What follows belongs to an exercise in optimizing a design on an open flow for small area, a short achievable clock period and few clock cycles per item; a production flow would make more cautious choices.
The RTL was checked by simulation tests, not by an equivalence proof against the original design.

Setup of 07-26:
Design alu32, start of the top module:
module alu32 #(
  parameter K = 2      
) (
input clk,
input reset,
input start,
input [31:0] A,
input [31:0] B,
input [2:0] S,
output done,
output [31:0] R
);
Size: roughly 41 flip-flops, roughly 11,000 sq um of cells after synthesis.
==> module alu_logic, before the edit <==
module alu_logic (
input  [31:0] A,
input  [31:0] B,
input  [2:0]  S,
output [31:0] sum,
output [31:0] lres
);
  wire        sub = S[2] & ~S[0];
  wire [31:0] bx  = B ^ {32{sub}};
  wire [31:0] g0  = A & bx;
  wire [31:0] p0  = A ^ bx;
  reg  [31:0] G, P;
  integer l, i;
  always @* begin
    G = g0; P = p0;
    G[0] = g0[0] | (p0[0] & sub);
    for (l = 0; l < 5; l = l + 1)
      for (i = 0; i < 32; i = i + 1)
        if ((i >> l) & 1) begin
          G[i] = G[i] | (P[i] & G[((i >> l) << l) - 1]);
          P[i] = P[i] & P[((i >> l) << l) - 1];
        end
  end
  wire [31:0] c  = {G[30:0], sub};
  wire [31:0] s  = p0 ^ c;
  wire        slt = (S[1:0] == 2'b00);
  assign sum = slt ? {31'd0, s[31]} : s;
  wire [31:0] o = p0 | g0;
  assign lres = S[1] ? (S[0] ? ~o : p0) : (S[0] ? o : g0);
endmodule
export LEC_CHECK = 0
export ABC_AREA = 1
export CAP_MARGIN = 20
export CORE_MARGIN = 2
export CORE_UTILIZATION = 55
export SLEW_MARGIN = 20
create_clock -name core_clock -period 24.0 [get_ports {clk}]
standard.sh (not shown) runs the stock make flow with config.mk's settings and CLKGATE_MAP_FILE= SYNTH_SCRIPT=/design/flow/synth_recipe.tcl, a recipe that flattens the netlist after the stock synthesis.
==> flow/flow/run.sh <==
#!/bin/bash
# The standard layout, with plain buf_2 port buffers, and timing repair
# aiming past the period.
set -euo pipefail
export BUFFER_PORTS_ARGS="-buffer_cell sky130_fd_sc_hd__buf_2"
export SETUP_SLACK_MARGIN=12.2
bash standard.sh > standard_flow.log 2>&1
Testbench counts of 07-26, summed over its fixed seeds: cycles 5,650, mods 1,200.
Changes in 04-01 relative to 07-26:
==> flow/design.v, changed modules only <==
module alu_logic (
input  [31:0] A,
input  [31:0] B,
input  [2:0]  S,
output [31:0] sum,
output [31:0] lres
);
  wire        sub = S[2] & ~S[0];
  wire [31:0] bx  = B ^ {32{sub}};
  wire [31:0] g0  = A & bx;
  wire [31:0] p0  = A ^ bx;
  reg  [31:0] G, P;
  integer l, i;
  reg [31:0] G2, P2;
  always @* begin
    G = g0; P = p0;
    G[0] = g0[0] | (p0[0] & sub);
    for (l = 1; l < 32; l = l * 2) begin
      G2 = G; P2 = P;
      for (i = 0; i < 32; i = i + 1)
        if (i >= l) begin
          G2[i] = G[i] | (P[i] & G[i-l]);
          P2[i] = P[i] & P[i-l];
        end
      G = G2; P = P2;
    end
  end
  wire [31:0] c  = {G[30:0], sub};
  wire [31:0] s  = p0 ^ c;
  wire        slt = (S[1:0] == 2'b00);
  assign sum = slt ? {31'd0, s[31]} : s;
  wire [31:0] o = p0 | g0;
  assign lres = S[1] ? (S[0] ? ~o : p0) : (S[0] ? o : g0);
endmodule
[summary]
04-01 ends up with a area overhead of the layout relative to synthesis that is 7.3 points higher than in 07-26.
Of the two values seen for highest metal layer with signal wires, met5 was produced by 04-01 and met4 by 07-26.
For the layout cell share with drive strength beyond 1, 04-01 came in 4.1 points higher than 07-26 did.
Die area was higher in 04-01 than in 07-26.
Compared with 07-26, in 04-01 finished layout cell area increased by about 8% relative to the old numbers, setup slack increased by 0.55 ns relative to the old numbers, global-route usage increased by 4.3 points relative to the old numbers.
07-26 -> 04-01: number of synthesized register bits flat
04-01 vs 07-26: post-placement cell count up by a few percent
Looking at length of routed met2 wiring, 04-01 sits 2600 microns higher than 07-26 does.
Comparing 04-01 against 07-26, there is no change at all in area taken by flip-flops and latches.
Between 07-26 and 04-01, the required time reported for the critical path endpoint figures differ only marginally.
04-01 finished every stage and its layout cleared the timing, DRC and antenna checks.
Testbench counts of 04-01, summed over its fixed seeds: cycles 5,650, mods 1,200.

========
## job 101
Starting RTL as in the previous note.
Design alu32, start of the top module:
module alu32 #(
  parameter K = 2      
) (
input clk,
input reset,
input start,
input [31:0] A,
input [31:0] B,
input [2:0] S,
output done,
output [31:0] R
);
==> module alu32, before the edit <==
module alu32 #(
  parameter K = 2      
) (
input clk,
input reset,
input start,
input [31:0] A,
input [31:0] B,
input [2:0] S,
output done,
output [31:0] R
);
  localparam G  = (32 + K - 1) / K;   
  localparam GW = (G > 16) ? 5 : (G > 8) ? 4 : (G > 4) ? 3 : (G > 2) ? 2 : 1;
  wire [31:0] sum;
  wire [31:0] lres;
  alu_logic u_alu (.A(A), .B(B), .S(S), .sum(sum), .lres(lres));
  wire [4:0] la, lb;
  mod_msb ua (.x(A), .m(la));
  mod_msb ub (.x(B), .m(lb));
  wire [5:0] df = {1'b0, la} - {1'b0, lb};
  wire [4:0] gs = df[5] ? 5'd0 : ((df[4:0] + 5'd1) >> 1) | {df[4:0] == 5'd31, 4'd0};
  reg          busy;
  reg          done_r;
  reg [4:0]    g;
  reg [31:0]   rem;
  wire        first = ~busy & ~done_r;
  wire [4:0]  gc    = first ? gs : g;
  wire [65:0] a_sh  = {32'd0, A, 2'b00} >> {gc, 1'b0};
  reg  [1:0]  c_r;     
  wire [31:0] y1, y;
  mod_step u1 (.r(rem), .a(c_r[1]), .b(B), .y(y1));
  mod_step u2 (.r(first ? {1'b0, a_sh[33:3]} : y1), .a(first ? a_sh[2] : c_r[0]), .b(B), .y(y));
  always @(posedge clk or posedge reset) begin
    if (reset) begin
      busy <= 1'b0; done_r <= 1'b0;
    end else if (!start) begin
      busy <= 1'b0; done_r <= 1'b0;
    end else if (!done_r) begin
      if (gc == 5'd0) begin busy <= 1'b0; done_r <= 1'b1; end
      else busy <= 1'b1;
    end
  end
  always @(posedge clk) begin
    g   <= gc - 5'd1;
    c_r <= a_sh[1:0];
    if (start && !done_r) rem <= y;
  end
  assign done = done_r;
  assign R = (S == 3'b111) ? rem : (S[2] ? sum : lres);
endmodule
clock: 24.0 ns
lec_check: 0
abc_area: 1
cap_margin: 20
core_margin: 2
core_utilization: 55
slew_margin: 20
==> flow/flow/run.sh <==
#!/bin/bash
# The standard layout, with plain buf_2 port buffers, and timing repair
# aiming past the period.
set -euo pipefail
export BUFFER_PORTS_ARGS="-buffer_cell sky130_fd_sc_hd__buf_2"
export SETUP_SLACK_MARGIN=11.5
bash standard.sh > standard_flow.log 2>&1
Testbench counts of job 101, summed over its fixed seeds: cycles 5,650, mods 1,200.
--- input diff job 101..job 102 ---
-- flow/design.v --
<<< job 101, line 15
    G = g0; P = p0;
    G[0] = g0[0] | (p0[0] & sub);
    for (l = 0; l < 5; l = l + 1)
      for (i = 0; i < 32; i = i + 1)
        if ((i >> l) & 1) begin
          G[i] = G[i] | (P[i] & G[((i >> l) << l) - 1]);
          P[i] = P[i] & P[((i >> l) << l) - 1];
        end
  end
  wire [31:0] c  = {G[30:0], sub};
>>> job 102, line 15
    G = g0; P = p0;
    G[0] = g0[0] | (p0[0] & sub);
    for (l = 1; l < 32; l = l * 2)
      for (i = 2*l - 1; i < 32; i = i + 2*l) begin
        G[i] = G[i] | (P[i] & G[i-l]);
        P[i] = P[i] & P[i-l];
      end
    for (l = 16; l >= 1; l = l / 2)
      for (i = 3*l - 1; i < 32; i = i + 2*l) begin
        G[i] = G[i] | (P[i] & G[i-l]);
        P[i] = P[i] & P[i-l];
      end
  end
  wire [31:0] c  = {G[30:0], sub};
<<< job 101, line 127
  always @(posedge clk or posedge reset) begin
    if (reset) begin
      busy <= 1'b0; done_r <= 1'b0;
    end else if (!start) begin
      busy <= 1'b0; done_r <= 1'b0;
    end else if (!done_r) begin
      if (gc == 5'd0) begin busy <= 1'b0; done_r <= 1'b1; end
      else busy <= 1'b1;
>>> job 102, line 131
  always @(posedge clk or posedge reset) begin
    if (reset) begin
      busy <= 1'b0; done_r <= 1'b0; g <= 5'd0;
    end else if (!start) begin
      busy <= 1'b0; done_r <= 1'b0;
    end else if (!done_r) begin
      g <= gc - 5'd1;
      if (gc == 5'd0) begin busy <= 1'b0; done_r <= 1'b1; end
      else busy <= 1'b1;
<<< job 101, line 136
  end
  always @(posedge clk) begin
    g   <= gc - 5'd1;
    c_r <= a_sh[1:0];
    if (start && !done_r) rem <= y;
  end
  assign done = done_r;
>>> job 102, line 141
  end
  always @(posedge clk) begin
    if (start && !done_r) begin
      rem <= y;
      c_r <= a_sh[1:0];
    end
  end
  assign done = done_r;
[summary]
- Changes observed in job 102 relative to job 101: largest fanout of any net on the critical path now larger; synthesized cell count now smaller; number of library cell types mapped by synthesis fell 3.3%; critical path depth now sits higher; sum of met2 wire segment lengths after detailed routing went down about 2.3%.
Testbench counts of job 102, summed over its fixed seeds: cycles 5,650, mods 1,200.

## what the ideal ports hide
Ports are ideal in the flow. The routed layouts listed here were re-timed in OpenROAD. Step 1 (the two cells are an assumption about what drives the block):
set clk [get_ports {clk}]
set_driving_cell -lib_cell sky130_fd_sc_hd__clkbuf_16 $clk
set_driving_cell -lib_cell sky130_fd_sc_hd__buf_2 [delete_from_list [all_inputs] $clk]
Step 2 adds t to the input delays and takes it off the output delays; t is the mean of the earliest and latest rising clock arrival at the registers after step 1. Input paths then give back, and output paths get back, about the clock's delay inside the block. Slacks: ideal / step 1 / step 2; pairs: ideal / step 1.
run	shift t [ns]	setup WS [ns]	worst setup path after step 2	clock arrival spread, ns
07-26	0.342	11.532 / 11.489 / 11.489	input to output	0.010 / 0.011
04-01	0.333	12.081 / 11.993 / 11.993	input to output	0.005 / 0.005
job 101	0.339	11.514 / 11.461 / 11.461	input to output	0.008 / 0.008
job 102	0.335	11.211 / 11.164 / 11.164	input to output	0.008 / 0.008
After both steps setup and hold are still met in every run listed. The setup slack of 04-01, which loses most, moves by -0.088 ns with the drivers and by -0.088 ns with both steps.
